What follows belongs to an exercise in optimizing a design on an open flow for small area; a production flow would make more cautious choices. The RTL was checked by simulation tests, not by an equivalence proof against the original design. No driver is modelled on the clock port, so clock power and skew are understated where the tree is cut down; a real chip needs a root buffer or a tree. Power is estimated from default activity; no workload was simulated.

### design.v
`timescale 1ns / 1ps
module upcounter (
    input i_clk, i_reset,
    output [7:0] o_font,
    output [3:0] o_digit
    );
    reg [1:0] q;
    reg [1:0] s;
    reg h;
    reg [15:0] r;
    wire q_is1 = ~q[1] & q[0];           
    wire q_is3 = q[1] & ~q[0];           
    wire upd = q_is3 & h;                
    wire [3:0] a = {r[1], r[2], r[3], r[4]};
    wire ea = upd & (s == 2'd0);         
    wire [3:0] b = {r[13], r[14], r[15], r[0]};
    wire a9 = (a[1] & ~a[3]);                      
    wire [3:0] w0 = {r[1], r[2], r[3], r[4]};
    wire [3:0] w1 = {r[5], r[6], r[7], r[8]};
    wire [3:0] w2 = {r[9], r[10], r[11], r[12]};
    wire z8 = ~(((w0[3]) | (w0[0])) | ((w1[3]) | (w1[0])));          
    wire z12 = z8 & ~(((w2[3]) | (w2[0])));            
    wire eb = upd & ((s == 2'd0) & a9 | (s == 2'd1) & z8 | (s == 2'd2) & z12);
    wire [3:0] na, nb;
    assign na[0] = (a[0] & ~a[1]) | (a[0] & ~ea) | (a[2] & a[3] & ea);
    assign na[1] = (a[1] & a[3]) | (a[1] & ~ea) | (a[0] & a[3] & ea);
    assign na[2] = (~a[0] & a[2]) | (a[2] & ~ea) | (~a[0] & a[3] & ea);
    assign na[3] = (~a[2] & a[3]) | (a[3] & ~ea) | (~a[2] & ea);
    assign nb[0] = (b[0] & ~b[1]) | (b[0] & ~eb) | (b[2] & b[3] & eb);
    assign nb[1] = (b[1] & b[3]) | (b[1] & ~eb) | (b[0] & b[3] & eb);
    assign nb[2] = (~b[0] & b[2]) | (b[2] & ~eb) | (~b[0] & b[3] & eb);
    assign nb[3] = (~b[2] & b[3]) | (b[3] & ~eb) | (~b[2] & eb);
    always @(posedge i_clk or posedge i_reset) begin
        if (i_reset) begin
            q <= 2'b00;
            s <= 2'd0;
            h <= 1'b0;
            r <= 16'd0;
        end else begin
            q <= {q[0], ~q[1]};
            if (q_is1) begin
                s <= {s[1] ^ s[0], ~s[0]};
                if (s[1] & s[0]) h <= ~h;
            end
            r <= {nb[2], nb[3], r[12:5], na[0], na[1], na[2], na[3], nb[0], nb[1]};
        end
    end
    reg [3:0] sel;
    always @(*) begin
        case (q)    
            2'b00: sel = {r[2], r[3], r[4], r[5]};    
            2'b01: sel = {r[3], r[4], r[5], r[6]};    
            2'b11: sel = {r[0], r[1], r[2], r[3]};    
            default: sel = {r[1], r[2], r[3], r[4]};  
        endcase
    end
    wire [6:0] seg;
    assign seg[0] = (i_reset) | (sel[0] & ~sel[2] & ~sel[3]) | (~sel[0] & ~sel[1] & ~sel[2] & sel[3]);
    assign seg[1] = (sel[0] & sel[3]) | (i_reset);
    assign seg[2] = (i_reset) | (~sel[0] & ~sel[1] & sel[2]);
    assign seg[3] = (~sel[0] & ~sel[2] & sel[3]) | (i_reset) | (sel[0] & ~sel[2] & ~sel[3]);
    assign seg[4] = (sel[0] & ~sel[1]) | (~sel[0] & ~sel[2] & sel[3]) | (i_reset) | (sel[0] & sel[2]);
    assign seg[5] = (~sel[1] & sel[2]) | (~sel[0] & ~sel[2] & sel[3]) | (i_reset);
    assign seg[6] = (~sel[0] & ~sel[2]);
    assign o_font = {1'b1, seg};
    assign o_digit = ~(4'b0001 << s);
endmodule
### flow/run.sh
#!/bin/bash
# Own layout flow: the standard ORFS flow, with
#  - the standard synthesis passes and register names, but an area-oriented ABC script
#    and no half/full-adder extraction (my_synth.tcl keeps the smallest of abc*.abc);
#  - minimum-size port buffers;
#  - a small clock tree: clkbuf_4 leaves driven straight from the clock port (post_cts.tcl).
# Each tool's full output goes to orfs/logs (ORFS) and to flow_*.log here.
set -euo pipefail
W=$(pwd)
F=$W/flow
bash standard.sh \
  ADDER_MAP_FILE= \
  SYNTH_SCRIPT=$F/my_synth.tcl \
  "MY_ABC_SCRIPTS=$(echo $F/abc*.abc)" \
  "BUFFER_PORTS_ARGS=-buffer_cell sky130_fd_sc_hd__buf_1" \
  "CTS_ARGS=-sink_clustering_enable -repair_clock_nets -buf_list sky130_fd_sc_hd__clkbuf_4 -root_buf sky130_fd_sc_hd__clkbuf_4 -sink_clustering_size 30 -sink_clustering_max_diameter 300 -dont_use_dummy_load" \
  POST_CTS_TCL=$F/post_cts.tcl \
  finish > $W/flow_make.log 2>&1
### flow/abc1.abc
strash
dch -f
amap
topo
### flow/abc2.abc
strash
&get -n
&dch -f
&nf -a -R 1000
&put
topo
### flow/abc3.abc
strash
&get -n
&deepsyn -I 4 -J 200
&put
dch -f
amap
topo
### flow/abc4.abc
strash
&get -n
&deepsyn -I 4 -J 200 -S 1
&put
dch -f
amap
topo
### flow/abc5.abc
strash
&get -n
&deepsyn -I 4 -J 200
&put
&get -n
&dch -f
&nf -a -R 1000
&put
topo
### flow/abc6.abc
strash
&get -n
&deepsyn -I 4 -J 200 -S 1
&put
&get -n
&dch -f
&nf -a -R 1000
&put
topo
### flow/abc7.abc
strash
&get -n
&deepsyn -I 4 -J 200 -S 2
&put
&get -n
&dch -f
&nf -a -R 1000
&put
topo
### flow/abc8.abc
strash
&get -n
&deepsyn -I 4 -J 200 -S 3
&put
&get -n
&dch -f
&nf -a -R 1000
&put
topo
### flow/my_synth.tcl
proc synth {args} { yosys synth -nofsm -noshare {*}$args }
proc abc {args} {
  set j [lsearch -exact $args -D]
  if { $j >= 0 } { set args [lreplace $args $j [expr { $j + 1 }]] }
  set lib [lindex $args [expr { [lsearch -exact $args -liberty] + 1 }]]
  set i [lsearch -exact $args -script]
  design -save my_pre_abc
  set best_area 1e18
  set best_script ""
  foreach script $::env(MY_ABC_SCRIPTS) {
    design -load my_pre_abc
    lset args [expr { $i + 1 }] $script
    yosys abc {*}$args
    yosys opt_clean
    set st [yosys tee -q -s result.string stat -liberty $lib]
    if { ![regexp {Chip area for module[^:]*:\s*([0-9.]+)} $st -> area] } { set area 1e17 }
    puts "my_synth: ABC script $script gives area $area"
    if { $area < $best_area } {
      set best_area $area
      set best_script $script
      design -save my_best_abc
    }
  }
  design -load my_best_abc
  puts "my_synth: kept ABC script $best_script, area $best_area"
}
source $::env(SCRIPTS_DIR)/synth.tcl
# left out here: clear keep_hierarchy, flatten, clean up, hide names made inside functions, write 1_2_yosys.v
### flow/post_cts.tcl
# After CTS: drop a root clock buffer that only drives other clock buffers, and let the
# clock port drive those buffers (at most 3 pins) directly. The leaf buffers stay balanced.
set block [ord::get_db_block]
set clknet [$block findNet i_clk]
set roots {}
foreach it [$clknet getITerms] {
  set inst [$it getInst]
  if { [string match "sky130_fd_sc_hd__clkbuf*" [[$inst getMaster] getName]] } {
    lappend roots $inst
  }
}
if { [llength $roots] == 1 } {
  set inst [lindex $roots 0]
  set onet [[$inst findITerm X] getNet]
  set loads {}
  set all_bufs 1
  foreach lt [$onet getITerms] {
    set li [$lt getInst]
    if { $li == $inst } { continue }
    if { ![string match "sky130_fd_sc_hd__clkbuf*" [[$li getMaster] getName]] } { set all_bufs 0 }
    lappend loads $lt
  }
  if { $all_bufs && [llength $loads] >= 1 && [llength $loads] <= 3 } {
    puts "post_cts: removing root clock buffer [$inst getName], port drives [llength $loads] buffers"
    foreach lt $loads {
      $lt disconnect
      $lt connect $clknet
    }
    [$inst findITerm A] disconnect
    [$inst findITerm X] disconnect
    odb::dbInst_destroy $inst
    odb::dbNet_destroy $onet
  }
}
### standard.sh
#!/bin/bash
# synth_recipe.tcl (not shown) runs the flow's synth.tcl, then flattens the netlist and writes it again
# the make line also repeats each setting of config.mk as NAME=value (left out here)
make -C /OpenROAD-flow-scripts/flow DESIGN_CONFIG=/design/flow/config.mk WORK_HOME=/design/flow/orfs CLKGATE_MAP_FILE= SYNTH_SCRIPT=/design/flow/synth_recipe.tcl "${@:-finish}"
### config.mk
export PLATFORM = sky130hd
export DESIGN_NAME = upcounter
export DESIGN_NICKNAME = upcounter
export VERILOG_FILES = /design/flow/design.v
export SDC_FILE = /design/flow/constraint.sdc
export NUM_CORES = 4
export LEC_CHECK = 0
export CAP_MARGIN = 20
export CORE_AREA = 2.5 2.5 61.5 61.5
export DIE_AREA = 0 0 64 64
export PLACE_DENSITY = 0.9
export SLEW_MARGIN = 20
### constraint.sdc
create_clock -name core_clock -period 120.0 [get_ports {i_clk}]
set_input_delay 24.0000 -clock core_clock [delete_from_list [all_inputs] [get_ports {i_clk}]]
set_output_delay 24.0000 -clock core_clock [all_outputs]
set_load 0.01 [all_outputs]
==> results of run 1 <==
routing by layer:
layer  wire [um]  vias to the layer above
met3          63                        3
met2         817                       10
li1            -                      346
met1         747                      335
met5           0                        -
met4          27                        0
cell usage after synthesis (2+ instances only):
| cell type | instances | area (um^2) |
|---|---|---|
| a21oi_1 | 14 | 70.1 |
| a221o_1 | 2 | 20.0 |
| a22oi_1 | 2 | 15.0 |
| a32o_1 | 2 | 20.0 |
| clkinv_1 | 6 | 22.5 |
| dfrtp_1 | 21 | 526 |
| nand2_1 | 18 | 67.6 |
| nand3_1 | 5 | 25.0 |
| nor2_1 | 8 | 30.0 |
| o21ai_0 | 2 | 10.0 |
power by group through the flow:
stage                     clock, uW  combinational (uW)  sequential (uW)
after global routing           2.78               0.361             7.08
after global placement            0               0.305             7.21
final                          2.46               0.299             7.07
after detailed placement          0               0.315             7.21
after floorplan                   0               0.234             7.21
stage by stage:
step	total power (uW)	instance area, um^2	setup WS (ns)	util (%)
after floorplan	7.45	886	71.14	-
after global placement	7.52	981	70.82	29.4
after detailed placement	7.53	981	70.76	29.4
after global routing	10.2	996	70.56	29.8
final	9.83	996	70.84	29.8
layout make-up:
cell class | count | area (um^2)
Inverter | 6 | 22.5
Sequential cell | 21 | 526
Multi-Input combinational cell | 64 | 330
Tap cell | 46 | 57.6
Clock buffer | 2 | 15.0
Fill cell | 356 | 2340
Timing Repair Buffer | 12 | 45.0
worst min-delay path by stage:
stage	from	to
after floorplan	r[10]	r[11]
after global placement	r[7]	r[8]
after detailed placement	r[7]	r[8]
after global routing	r[7]	r[8]
final	r[7]	r[8]
logic make-up (layout without fill, tap and decap cells):
family | count (synthesis) | count (layout) | share of synthesized area (%)
buf+inv | 7 | 20 | 3.39
flops | 21 | 21 | 59.3
other cells | 1 | 1 | 0.423
simple gates | 37 | 37 | 17.9
xor+xnor | 2 | 2 | 1.98
compound gates | 24 | 24 | 16.9
state kept, by name (all words and copies together) (netlist names):
name and count:
s 2, r 16, q 2, h 1
critical path: stages:
cell and delay [ns]:
buf_1 0.11, clkinv_1 0.62, o21ai_0 0.26, buf_1 0.18
placed cells by master (no fill, tap or decap), types with 5 or more instances in the layout:
cell type,count
nand3_1,5
a21oi_1,14
buf_1,12
nand2_1,18
dfrtp_1,21
clkinv_1,6
nor2_1,8
==> out/results.txt, run 1 <==
Routed vias -> 694
Routed length per instance -> 11.0 um
Fmax -> 20.3 MHz
Die area -> 0.00410 mm^2
DRT iter0 DRCs -> 40
Avg Inst Size Synth -> 9.63 um^2
Setup crit start kind -> input pin
DP Cell Count -> 149
Yosys reg bits -> 21
Yosys Warn Count -> 1
Pint -> 7.93 uW
P per Cell Area -> 9.87 mW/mm^2
RR Startpoint -> s[0]
N_diodes -> 0
Clock Power Share -> 25.0%
Area growth from synthesis to layout -> 12.4%
GRT overflow -> 0
Die width -> 64 um
RSZ-0062 raised after global routing -> false
Post-Syn Nets -> 94
Sink Count -> 21
Setup crit end kind -> output pin
DRT antenna net count -> 0
Max-Cap Viols -> 0
Final WL -> 1.66 mm
Vias in the first global route -> 690
Number of synthesized flops with an enable pin -> 0
Shortest period the worst path allows -> 49.16 ns
Slew HR -> 49.1%
Mapped Cells -> 92
Remaining DRCs -> 0
Global-route wire length before repair -> 2.95 mm
Status -> no timing/DRC/antenna violations
Final net count -> 109
Switching power -> 1.90 uW
Final setup skew -> 0.00991 ns
Met3 Track Usage GR -> 2.64%
VDD IR-drop max -> 2.82 uV
Final Hold Fails -> 0
Comb power frac -> 3.0%
# rows -> 21
Total track usage -> 9.15%
Final cell count without fillers -> 151
Post-synth ARST share -> 100%
Sum Neg Setup Slack -> 0 ns
Hold Path Class -> register to register
CP Class -> input pin to output pin
Fin crit share -> 41.0%
Top FF cell, synth -> dfrtp_1
Synthesized area -> 886 um^2
Sequential fraction of design power -> 71.9%
Worst setup path startpoint -> i_reset
Met2 GRT Util -> 15.4%
CTS clk-pin slew, worst paths -> 0.10 ns
Worst path arrival time -> 25.16 ns
RePlAce Congestion -> 0.762
Final Setup Violations -> 0
Final hold slack -> 0.356 ns
Initial antenna violation count -> 0
Worst EP required -> 96.00 ns
IO Port Bufs -> 12
I/O pins -> 14
Die height -> 64 um
FF-to-FF End -> r[1]
Max FO, Critical Path -> 24
M1 GR Usage -> 11.0%
Switching fraction of total power -> 19.4%
Final Max Tran Viols -> 0
Hold path cells -> 0
DP HPWL -> 1.22 mm
Static Leak -> 0.000430 uW
Crit path capture -> o_font[2]
Clock latency (worst-skew pair) -> 0.17 ns
Worst-case reg-to-reg path depth -> 7
Synth cell types -> 22
Core footprint -> 0.00334 mm^2
Gr busiest metal -> met2
Starting Density -> 26.5%
Slew at the pin closest to its max-slew limit -> 0.759 ns
Register area share after synthesis -> 59.3%
DRT Pass-1 Iters -> 4
Fraction of layout cells with a size suffix above 1 -> 1.90%
Largest net degree at the start of global routing -> 25
Routed vias/inst -> 4.60
R2R Setup Slk -> 117.59 ns
==> run 2: changes to the inputs <==
==> flow/post_cts.tcl (replaced) <==
# After CTS: collapse the clock tree into one buffer. The clock port drives a single
# clkbuf_8 (the tree's root, resized), which drives every register's clock pin directly,
# so all registers see the same clock arrival.
set block [ord::get_db_block]
set clknet [$block findNet i_clk]
set roots {}
foreach it [$clknet getITerms] {
  set inst [$it getInst]
  if { [string match "sky130_fd_sc_hd__clkbuf*" [[$inst getMaster] getName]] } {
    lappend roots $inst
  }
}
if { [llength $roots] == 1 } {
  set root [lindex $roots 0]
  set rnet [[$root findITerm X] getNet]
  set leaves {}
  foreach lt [$rnet getITerms] {
    set li [$lt getInst]
    if { $li == $root } { continue }
    if { [string match "sky130_fd_sc_hd__clkbuf*" [[$li getMaster] getName]] } { lappend leaves $li }
  }
  foreach leaf $leaves {
    set lnet [[$leaf findITerm X] getNet]
    foreach st [$lnet getITerms] {
      if { [$st getInst] == $leaf } { continue }
      $st disconnect
      $st connect $rnet
    }
    [$leaf findITerm A] disconnect
    [$leaf findITerm X] disconnect
    odb::dbInst_destroy $leaf
    odb::dbNet_destroy $lnet
  }
  $root swapMaster [[ord::get_db] findMaster sky130_fd_sc_hd__clkbuf_8]
  puts "post_cts: one clkbuf_8 ([$root getName]) now drives the clock of [llength [$rnet getITerms]] pins, [llength $leaves] leaf buffers removed"
  detailed_placement
  check_placement -verbose
}
==> out/results.txt, run 2 <==
CP peak stage delay -> 0.62 ns (about the same)
Yosys Warn Count -> 1 (unchanged)
Worst Slack Setup Final -> 70.83 ns (-0.00870 ns)
CP Class -> input pin to output pin
Worst EP required -> 96.00 ns (about the same)
Sum Neg Setup Slack -> 0 ns (unchanged)
Area growth from synthesis to layout -> 12.3%
Sink Count -> 21 (unchanged)
DP HPWL -> 1.22 mm (unchanged)
Remaining DRCs -> 0 (unchanged)
P per Cell Area -> 9.78 mW/mm^2 (-0.95%)
# rows -> 21 (unchanged)
Placement Setup Slack -> 70.76 ns (unchanged)
Max reg flops -> 16 (unchanged)
Final WL -> 1.63 mm (-1.4%)
N_diodes -> 0 (unchanged)
Routed length per instance -> 10.9 um (-0.79%)
CP Buf/Inv Count -> 3 (unchanged)
Fraction of layout cells with a size suffix above 1 -> 0.962% (-0.94 points)
Slew at the pin closest to its max-slew limit -> 0.764 ns (+0.00481 ns)
GRT overflow -> 0 (unchanged)
Yosys top cell by area -> dfrtp_1
Sequential fraction of design power -> 72.7% (+0.8 points)
Starting Density -> 26.5% (unchanged)
Synth cell types -> 22 (unchanged)
VDD IR-drop max -> 4.39 uV (+56%)
Fillers -> 352 (-1.1%)
Commonest non-fill, non-tap cell in the layout -> dfrtp_1
Worst path arrival time -> 25.17 ns (about the same)
Top flop regs -> r (16), q (2), s (2)
RSZ-0062 raised after global routing -> false
Final Hold Fails -> 0 (unchanged)
Initial antenna violation count -> 0 (unchanged)
Final Setup Violations -> 0 (unchanged)
Total track usage -> 10.2% (+1.0 points)
Most frequent cell on the critical path -> buf_1
Mapped Cells -> 92 (unchanged)
Final net count -> 108 (-0.92%)
Commonest non-fill, non-tap cells in the layout -> dfrtp_1, nand2_1, a21oi_1
Biggest register -> r
Worst setup path startpoint -> i_reset
Avg Inst Size Synth -> 9.63 um^2 (unchanged)
Shortest period the worst path allows -> 49.17 ns (+0.00870 ns)
Fin crit share -> 41.0% (about the same)
Switching power -> 1.82 uW (-4.5%)
DRT iter0 DRCs -> 54 (+35%)
Clock Power Share -> 24.2% (-0.8 points)
Register area -> 526 um^2 (unchanged)
Synthesized area -> 886 um^2 (unchanged)
Fmax -> 20.3 MHz (about the same)
Vias in the first global route -> 674 (-2.3%)
Die width -> 64 um (unchanged)
Hold Path Class -> register to register
Static Leak -> 0.000428 uW (-0.47%)
Yosys reg bits -> 21 (unchanged)
Comb power frac -> 3.1% (about the same)
CTS clk-pin slew, worst paths -> 0.11 ns (about the same)
Routed vias/inst -> 4.72 (+2.7%)
Slew HR -> 48.7% (-0.32 points)
Post-synth top cells -> dfrtp_1, nand2_1, a21oi_1, nor2_1, clkinv_1
Switching fraction of total power -> 18.7% (-0.67 points)
Max FO, Critical Path -> 24 (unchanged)
Top cells by area, synth -> dfrtp_1, a21oi_1, nand2_1
Worst-path cell chain -> buf_1 -> clkinv_1 -> o21ai_0 -> buf_1
Post-synth ARST share -> 100% (unchanged)
Number of synthesized flops with an enable pin -> 0 (unchanged)
Clock latency (worst-skew pair) -> 0.16 ns (about the same)
Post-synth top area share -> 59.3% (unchanged)
Critical path's slowest cell -> clkinv_1
Worst hold start -> r[7]
Pint -> 7.91 uW (-0.25%)
Routed vias -> 708 (+2.0%)
Final Max Tran Viols -> 0 (unchanged)
Multi-input gate area -> 330 um^2 (unchanged)
Core footprint -> 0.00334 mm^2 (unchanged)
Final setup skew -> 0.00105 ns (-0.00886 ns)
Register area share after synthesis -> 59.3% (unchanged)
Die height -> 64 um (unchanged)
Max-Cap Viols -> 0 (unchanged)
Setup crit end kind -> output pin
Die area -> 0.00410 mm^2 (unchanged)
Largest net degree at the start of global routing -> 25 (unchanged)
Most common cell in the netlist -> dfrtp_1
IO Port Bufs -> 12 (unchanged)
Status -> no timing/DRC/antenna violations
DRT Pass-1 Iters -> 4 (unchanged)
RePlAce Congestion -> 0.762 (unchanged)
DRT antenna net count -> 0 (unchanged)
Top delay family on crit path -> buffers and inverters
Top FF cell, synth -> dfrtp_1
Setup crit start kind -> input pin
I/O pins -> 14 (unchanged)
Global-route wire length before repair -> 2.93 mm (-0.48%)
RR Startpoint -> s[0]
Post-Syn Nets -> 94 (unchanged)
run 2: cell counts after synthesis:
No cell type changed its count.
run 2: logic make-up (layout without fill, tap and decap cells):
kind of cell	count (synthesis)	in the layout	synth area share [%]
AND/OR/NAND/NOR	37	37	17.9
AO/OA/AOI/OAI	24	24	16.9
flip-flops	21	21	59.3
buffers and inverters	7	19	3.39
XOR/XNOR	2	2	1.98
other	1	1	0.423
run 2: power by group through the flow:
stage	combinational [uW]	sequential [uW]	clock, uW
after global routing	0.361	7.08	2.74
after floorplan	0.234	7.21	0
final	0.300	7.07	2.35
after detailed placement	0.315	7.21	0
after global placement	0.305	7.21	0
run 2: final timing paths:
| path | endpoint | slack [ns] | depth (start not counted) |
|---|---|---|---|
| max | o_font[2] | 70.83 | 4 |
| min | r[8] | 0.36 | 0 |
| max reg2reg | r[1] | 117.57 | 7 |
| min reg2reg | r[8] | 0.36 | 0 |
| max in group asynchronous | r[15] | 95.77 | 2 |
| min in group asynchronous | s[0] | 23.87 | 2 |
run 2: worst register-to-register path, cell delays in order (launching register included):
cell	delay [ns]
dfrtp_1	0.45
nand2b_1	0.18
or3_1	0.30
a2111oi_0	0.40
a21oi_1	0.07
nor3_1	0.57
nand2_1	0.12
a32o_1	0.23
run 2: layer usage:
metal,routed length [um],track usage (%),vias up
met2,840,18.1,25
met4,12,1.63,0
met5,0,0,-
met3,94,2.64,4
li1,-,-,345
met1,685,12.6,334
run 2: final cells by class:
type,instances,area share [%]
Inverter,6,2.26
Clock buffer,1,1.38
Tap cell,46,5.79
Multi-Input combinational cell,64,33.2
Sequential cell,21,52.8
Timing Repair Buffer,12,4.53
run 2: through the flow:
step                      instance area [um^2]  power (uW)  std cells  hold WS, ns  util, %
after floorplan                            886        7.45         92        0.331        -
after global placement                     981        7.52        149        0.332     29.4
after detailed placement                   981        7.53        149        0.335     29.4
after global routing                       995        10.2        150        0.369     29.8
final                                      995        9.73        150        0.360     29.8
==> run 3: changes to the inputs <==
--- a/design.v
+++ b/design.v
@@ -12,7 +12,7 @@
     wire q_is3 = q[1] & ~q[0];           
     wire upd = q_is3 & h;                
     wire [3:0] a = {r[1], r[2], r[3], r[4]};
-    wire ea = upd & (s == 2'd0);         
+    wire ea = upd & (s == 2'b00);         
     wire [3:0] b = {r[13], r[14], r[15], r[0]};
     wire a9 = (a[1] & ~a[3]);                      
     wire [3:0] w0 = {r[1], r[2], r[3], r[4]};
@@ -20,7 +20,7 @@
     wire [3:0] w2 = {r[9], r[10], r[11], r[12]};
     wire z8 = ~(((w0[3]) | (w0[0])) | ((w1[3]) | (w1[0])));          
     wire z12 = z8 & ~(((w2[3]) | (w2[0])));            
-    wire eb = upd & ((s == 2'd0) & a9 | (s == 2'd1) & z8 | (s == 2'd2) & z12);
+    wire eb = upd & ((s == 2'b00) & a9 | (s == 2'b01) & z8 | (s == 2'b11) & z12);
     wire [3:0] na, nb;
     assign na[0] = (a[0] & ~a[1]) | (a[0] & ~ea) | (a[2] & a[3] & ea);
     assign na[1] = (a[1] & a[3]) | (a[1] & ~ea) | (a[0] & a[3] & ea);
@@ -35,12 +35,12 @@
             q <= 2'b00;
             s <= 2'd0;
             h <= 1'b0;
-            r <= 16'd0;
+            r <= 16'h0000;
         end else begin
             q <= {q[0], ~q[1]};
             if (q_is1) begin
-                s <= {s[1] ^ s[0], ~s[0]};
-                if (s[1] & s[0]) h <= ~h;
+                s <= {s[0], ~s[1]};            
+                if (s[1] & ~s[0]) h <= ~h;
             end
             r <= {nb[2], nb[3], r[12:5], na[0], na[1], na[2], na[3], nb[0], nb[1]};
         end
@@ -63,5 +63,5 @@
     assign seg[5] = (~sel[1] & sel[2]) | (~sel[0] & ~sel[2] & sel[3]) | (i_reset);
     assign seg[6] = (~sel[0] & ~sel[2]);
     assign o_font = {1'b1, seg};
-    assign o_digit = ~(4'b0001 << s);
+    assign o_digit = {~(s == 2'b10), ~(s == 2'b11), ~(s == 2'b01), ~(s == 2'b00)};
 endmodule
==> out/results.txt, run 3 <==
Routed vias -> 676 (-4.5%)
Worst-path cell chain -> buf_1 -> clkinv_1 -> o21ai_0 -> buf_1
Fmax -> 20.3 MHz (about the same)
Synth Area in Adders -> 0% (unchanged)
DP HPWL -> 1.14 mm (-6.7%)
Status -> no timing/DRC/antenna violations
Worst EP required -> 96.00 ns (about the same)
Die area -> 0.00410 mm^2 (unchanged)
Sum Neg Setup Slack -> 0 ns (unchanged)
Slew HR -> 49.9% (+1.2 points)
Slew at the pin closest to its max-slew limit -> 0.747 ns (-0.0172 ns)
Hold Path Class -> register to register
Initial antenna violation count -> 0 (unchanged)
Final setup skew -> 0.000945 ns (-0.000103 ns)
Most frequent cell on the critical path -> buf_1
IO Port Bufs -> 12 (unchanged)
Shortest period the worst path allows -> 49.17 ns (-0.00360 ns)
Final net count -> 107 (-0.93%)
Top delay family on crit path -> buffers and inverters
Die height -> 64 um (unchanged)
Clock latency (worst-skew pair) -> 0.16 ns (about the same)
Synthesized area -> 883 um^2 (-0.28%)
DRT iter0 DRCs -> 127 (+140%)
Final Setup Violations -> 0 (unchanged)
Post-synth top area share -> 59.5% (+0.17 points)
Most common cell in the netlist -> dfrtp_1
GRT overflow -> 0 (unchanged)
Routed length per instance -> 10.5 um (-3.6%)
Largest net degree at the start of global routing -> 24 (-4.0%)
Commonest non-fill, non-tap cells in the layout -> dfrtp_1, nand2_1, a21oi_1
Switching fraction of total power -> 18.8% (+0.13 points)
Main combinational cell family by area after synthesis -> simple AND/OR/NAND/NOR gates
Register area share after synthesis -> 59.5% (+0.17 points)
Final Max Tran Viols -> 0 (unchanged)
DRT Pass-1 Iters -> 7 (+3)
Max reg flops -> 16 (unchanged)
Starting Density -> 26.5% (-0.075 points)
Area growth from synthesis to layout -> 12.3% (about the same)
Final Hold Fails -> 0 (unchanged)
Fin crit share -> 41.0% (about the same)
Final cell count without fillers -> 149 (-0.67%)
Biggest register -> r
Post-synth ARST share -> 100% (unchanged)
Post-Synth XOR/XNOR Area -> 0.992% (-0.99 points)
Fraction of layout cells with a size suffix above 1 -> 0.971% (+0.0093 points)
Core footprint -> 0.00334 mm^2 (unchanged)
Avg Inst Size Synth -> 9.71 um^2 (+0.81%)
Static Leak -> 0.000425 uW (-0.71%)
Sink Count -> 21 (unchanged)
Die width -> 64 um (unchanged)
# rows -> 21 (unchanged)
Post-synthesis compound-gate area fraction -> 15.9% (-1.1 points)
Max FO, Critical Path -> 23 (-4.2%)
P per Cell Area -> 9.82 mW/mm^2 (+0.42%)
CP Class -> input pin to output pin
Yosys top cell by area -> dfrtp_1
Switching power -> 1.83 uW (+0.88%)
Critical path's slowest cell -> clkinv_1
Worst path arrival time -> 25.17 ns (about the same)
Mux contribution to synthesized area -> 1.27% (+1.3 points)
RePlAce Congestion -> 0.838 (+10%)
Post-Syn Nets -> 93 (-1.1%)
CTS clk-pin slew, worst paths -> 0.11 ns (about the same)
VDD IR-drop max -> 3.82 uV (-13%)
Remaining DRCs -> 0 (unchanged)
DP Cell Count -> 148 (-0.67%)
Mapped Cells -> 91 (-1.1%)
Synth cell types -> 18 (-18%)
I/O pins -> 14 (unchanged)
Fillers -> 346 (-1.7%)
Sequential fraction of design power -> 72.6% (about the same)
Pint -> 7.91 uW (about the same)
Top FF cell, synth -> dfrtp_1
Yosys reg bits -> 21 (unchanged)
Setup crit end kind -> output pin
RSZ-0062 raised after global routing -> false
DRT antenna net count -> 0 (unchanged)
N_diodes -> 0 (unchanged)
Clock Power Share -> 24.3% (about the same)
Top flop regs -> r (16), q (2), s (2)
Global-route wire length before repair -> 2.77 mm (-5.4%)
Top cells by area, synth -> dfrtp_1, a21oi_1, nand2_1
Vias in the first global route -> 620 (-8.0%)
Number of synthesized flops with an enable pin -> 0 (unchanged)
Comb power frac -> 3.1% (about the same)
Routed vias/inst -> 4.54 (-3.9%)
Simple-gate portion of the synthesized area -> 19.4% (+1.5 points)
Post-synth top cells -> dfrtp_1, nand2_1, a21oi_1, nor2_1, nand3_1
Total track usage -> 9.72% (-0.48 points)
Yosys Warn Count -> 1 (unchanged)
Setup crit start kind -> input pin
CP peak stage delay -> 0.61 ns (about the same)
Max-Cap Viols -> 0 (unchanged)
Commonest non-fill, non-tap cell in the layout -> dfrtp_1
CP Buf/Inv Count -> 3 (unchanged)
Final WL -> 1.56 mm (-4.3%)
[run 3: changes by cell type after synthesis, moves of 2 or more]
| cell | delta |
|---|---|
| nand2_1 | -3 |
| nand2b_1 | +2 |
| o21ai_0 | +2 |
| clkinv_1 | -2 |
| a22oi_1 | +2 |
| a221o_1 | -2 |
| nand3_1 | +2 |
[run 3: path summary, 6_finish.rpt]
check                      startpoint         to  slack (ns)  cells past startpoint
setup / recovery              i_reset  o_font[2]       70.83                      4
min in group asynchronous     i_reset       r[5]       23.87                      2
hold reg to reg                 r[10]      r[11]        0.37                      0
hold / removal                  r[10]      r[11]        0.37                      0
setup reg to reg                 q[1]       r[1]      117.61                      8
max in group asynchronous     i_reset      r[12]       95.78                      2
[run 3: cell type report]
| class | count | area [um^2] | share of cell area [%] |
|---|---|---|---|
| Sequential cell | 21 | 526 | 53.0 |
| Multi-Input combinational cell | 65 | 335 | 33.8 |
| Tap cell | 46 | 57.6 | 5.80 |
| Timing Repair Buffer | 12 | 45.0 | 4.54 |
| Inverter | 4 | 15.0 | 1.51 |
| Clock buffer | 1 | 13.8 | 1.39 |
[run 3: cell families after synthesis]
logic type,count (synthesis)
simple gates,38
compound gates,24
flops,21
buf+inv,5
xor+xnor,1
mux,1
other cells,1
[run 3: metrics by stage]
| step | worst slack, ns | utilization (%) | total power, uW | hold WS [ns] | cell area, um^2 |
|---|---|---|---|---|---|
| after floorplan | 71.16 | - | 7.45 | 0.331 | 883 |
| after global placement | 70.80 | 29.3 | 7.52 | 0.334 | 978 |
| after detailed placement | 70.77 | 29.3 | 7.53 | 0.336 | 978 |
| after global routing | 70.57 | 29.7 | 10.2 | 0.389 | 992 |
| final | 70.83 | 29.7 | 9.74 | 0.368 | 992 |
[run 3: power by group through the flow]
stage | sequential (uW) | combinational [uW] | clock (uW)
after floorplan | 7.21 | 0.234 | 0
after global placement | 7.21 | 0.307 | 0
after detailed placement | 7.21 | 0.315 | 0
after global routing | 7.08 | 0.363 | 2.72
final | 7.07 | 0.303 | 2.37
[run 3: worst register-to-register path, delay by kind of cell, from the launching register on]
kind	cells	cell delay [ns]
simple gates	5	1.05
compound gates	2	0.64
buf+inv	1	0.11
flops	1	0.47
[run 3: per-layer routing]
metal / vias up / GRT usage (%) / share of wire (%)
met3: 2 / 2.64 / 9.2
li1: 341 / - / -
met5: - / 0 / 0
met1: 303 / 12.2 / 45
met4: 0 / 2.45 / 1.1
met2: 30 / 16.4 / 45
==> run 4: changes to the inputs <==
--- a/flow/run.sh
+++ b/flow/run.sh
@@ -3,8 +3,10 @@
 #  - the standard synthesis passes and register names, but an area-oriented ABC script
 #    and no half/full-adder extraction (my_synth.tcl keeps the smallest of abc*.abc);
 #  - minimum-size port buffers;
-#  - a small clock tree: clkbuf_4 leaves driven straight from the clock port (post_cts.tcl).
-# Each tool's full output goes to orfs/logs (ORFS) and to flow_*.log here.
+#  - a one-buffer clock tree: after CTS, post_cts.tcl collapses the tree into a single
+#    clkbuf_8 that the clock port drives and that drives every register.
+# Each ORFS step writes its tool's full output to orfs/logs/; make's own output goes to
+# flow_make.log here.
 set -euo pipefail
 W=$(pwd)
 F=$W/flow
==> out/results.txt, run 4 <==
Final WL -> 1.56 mm (unchanged)
Initial antenna violation count -> 0 (unchanged)
Synthesized area -> 883 um^2 (unchanged)
Die height -> 64 um (unchanged)
DRT antenna net count -> 0 (unchanged)
Routed vias -> 676 (unchanged)
I/O pins -> 14 (unchanged)
Post-synth top area share -> 59.5% (unchanged)
Final Hold Fails -> 0 (unchanged)
P per Cell Area -> 9.82 mW/mm^2 (unchanged)
Register area -> 526 um^2 (unchanged)
Fin crit share -> 41.0% (unchanged)
Max-Cap Viols -> 0 (unchanged)
Worst-case reg-to-reg path depth -> 8 (unchanged)
Yosys Warn Count -> 1 (unchanged)
# rows -> 21 (unchanged)
Final Max Tran Viols -> 0 (unchanged)
Routed length per instance -> 10.5 um (unchanged)
Post-Syn Nets -> 93 (unchanged)
Starting Density -> 26.5% (unchanged)
RSZ-0062 raised after global routing -> false
CP Class -> input pin to output pin
Fmax -> 20.3 MHz (unchanged)
Fillers -> 346 (unchanged)
Hold path cells -> 0 (unchanged)
DR top layer -> met4
Post-synth top cells -> dfrtp_1, nand2_1, a21oi_1, nor2_1, nand3_1
DRT Pass-1 Iters -> 7 (unchanged)
Commonest non-fill, non-tap cell in the layout -> dfrtp_1
Vias in the first global route -> 620 (unchanged)
Static Leak -> 0.000425 uW (unchanged)
Multi-input gate area -> 335 um^2 (unchanged)
Metal3 WL -> 143 um (unchanged)
Status -> no timing/DRC/antenna violations
Sum Neg Setup Slack -> 0 ns (unchanged)
Die area -> 0.00410 mm^2 (unchanged)
Number of synthesized flops with an enable pin -> 0 (unchanged)
Core Util, Final -> 29.7% (unchanged)
VDD IR-drop max -> 3.82 uV (unchanged)
Max reg flops -> 16 (unchanged)
RePlAce Congestion -> 0.838 (unchanged)
Yosys reg bits -> 21 (unchanged)
Yosys top cell by area -> dfrtp_1
Die width -> 64 um (unchanged)
Global-route wire length before repair -> 2.77 mm (unchanged)
Clock latency (worst-skew pair) -> 0.16 ns (about the same)
Remaining DRCs -> 0 (unchanged)
GRT overflow -> 0 (unchanged)
Biggest register -> r
Shortest period the worst path allows -> 49.17 ns (unchanged)
N_diodes -> 0 (unchanged)
Mapped Cells -> 91 (unchanged)
Worst EP required -> 96.00 ns (about the same)
DP HPWL -> 1.14 mm (unchanged)
Top cells by area, synth -> dfrtp_1, a21oi_1, nand2_1
Core footprint -> 0.00334 mm^2 (unchanged)
Hold Path Class -> register to register
Routed vias/inst -> 4.54 (unchanged)
Max FO, Critical Path -> 23 (unchanged)
Commonest non-fill, non-tap cells in the layout -> dfrtp_1, nand2_1, a21oi_1
DRT iter0 DRCs -> 127 (unchanged)
Setup crit end kind -> output pin
Slew at the pin closest to its max-slew limit -> 0.747 ns (unchanged)
Top FF cell, synth -> dfrtp_1
Area growth from synthesis to layout -> 12.3% (unchanged)
Largest net degree at the start of global routing -> 24 (unchanged)
Register area share after synthesis -> 59.5% (unchanged)
Setup crit start kind -> input pin
Total track usage -> 9.72% (unchanged)
Final Setup Violations -> 0 (unchanged)
Wl on met1 -> 702 um (unchanged)
Sink Count -> 21 (unchanged)
CTS clk-pin slew, worst paths -> 0.11 ns (about the same)
Most common cell in the netlist -> dfrtp_1
Synth cell types -> 18 (unchanged)
Final setup skew -> 0.000945 ns (unchanged)
Top flop regs -> r (16), q (2), s (2)
Avg Inst Size Synth -> 9.71 um^2 (unchanged)
IO Port Bufs -> 12 (unchanged)
Final net count -> 107 (unchanged)
Slew HR -> 49.9% (unchanged)
Fraction of layout cells with a size suffix above 1 -> 0.971% (unchanged)
Worst path arrival time -> 25.17 ns (about the same)
Met2 routed WL -> 698 um (unchanged)
Post-synth ARST share -> 100% (unchanged)
run 4: where the power goes:
group	total, uW	internal (uW)	switching, uW	leakage, uW
clock network	2.37	0.781	1.59	0.00000719
registers	7.07	7.07	0	0.000275
logic	0.303	0.0553	0.247	0.000143
run 4: final timing paths:
path	startpoint	endpoint	slack, ns
min in group asynchronous	i_reset	r[5]	23.87
setup reg to reg	q[1]	r[1]	117.61
max in group asynchronous	i_reset	r[12]	95.78
hold reg to reg	r[10]	r[11]	0.37
hold / removal	r[10]	r[11]	0.37
setup / recovery	i_reset	o_font[2]	70.83
run 4: through the flow:
step	instance area, um^2	hold WS (ns)	power (uW)	cells	setup WS (ns)
6_report	992	0.368	9.74	149	70.83
5_1_grt	992	0.389	10.2	149	70.57
3_5_place_dp	978	0.336	7.53	148	70.77
3_3_place_gp	978	0.334	7.52	148	70.80
2_1_floorplan	883	0.331	7.45	91	71.16
run 4: cell families (layout without fill, tap and decap cells):
kind of cell,count (synthesis),count (layout),synth area share (%)
mux,1,1,1.27
buf+inv,5,17,2.55
other cells,1,1,0.425
compound gates,24,24,15.9
simple gates,38,38,19.4
flops,21,21,59.5
xor+xnor,1,1,0.992
run 4: final cells by class:
| type | instances | area share (%) |
|---|---|---|
| Inverter | 4 | 1.51 |
| Multi-Input combinational cell | 65 | 33.8 |
| Clock buffer | 1 | 1.39 |
| Timing Repair Buffer | 12 | 4.54 |
| Tap cell | 46 | 5.80 |
| Sequential cell | 21 | 53.0 |
run 4: critical path, cell delays in order:
cell and delay (ns):
buf_1 0.12, clkinv_1 0.61, o21ai_0 0.26, buf_1 0.18
run 4: routing by layer:
layer | track usage, % | vias up
met2 | 16.4 | 30
li1 | - | 341
met3 | 2.64 | 2
met1 | 12.2 | 303
met4 | 2.45 | 0
met5 | 0 | -

## what the ideal ports hide
The flow's constraints put no driver on any port. The routed layouts listed below were extracted and timed again, unchanged, in two steps. Step 1, drivers: a clkbuf_16 drives i_clk and a buf_2 each remaining input, both assumed. Step 2 adds t to the input delays and takes it off the output delays; t is the mean of the earliest and latest rising clock arrival at the registers after step 1. Input paths then give back, and output paths get back, about the clock's delay inside the block. a / b / c = ideal / step 1 / step 2; a / b = the first two.
| run | t (ns) | slack for setup (ns) | latest minus earliest clock arrival (ns) | worst register clock-pin slew, ns |
|---|---|---|---|---|
| run 1 | 0.193 | 70.837 / 70.814 / 70.814 | 0.010 / 0.010 | 0.11 / 0.11 |
| run 2 | 0.189 | 70.828 / 70.805 / 70.805 | 0.002 / 0.002 | 0.11 / 0.11 |
| run 3 | 0.190 | 70.832 / 70.809 / 70.809 | 0.001 / 0.001 | 0.11 / 0.11 |
| run 4 | 0.190 | 70.832 / 70.809 / 70.809 | 0.001 / 0.001 | 0.11 / 0.11 |
After both steps setup and hold are still met in every run listed.
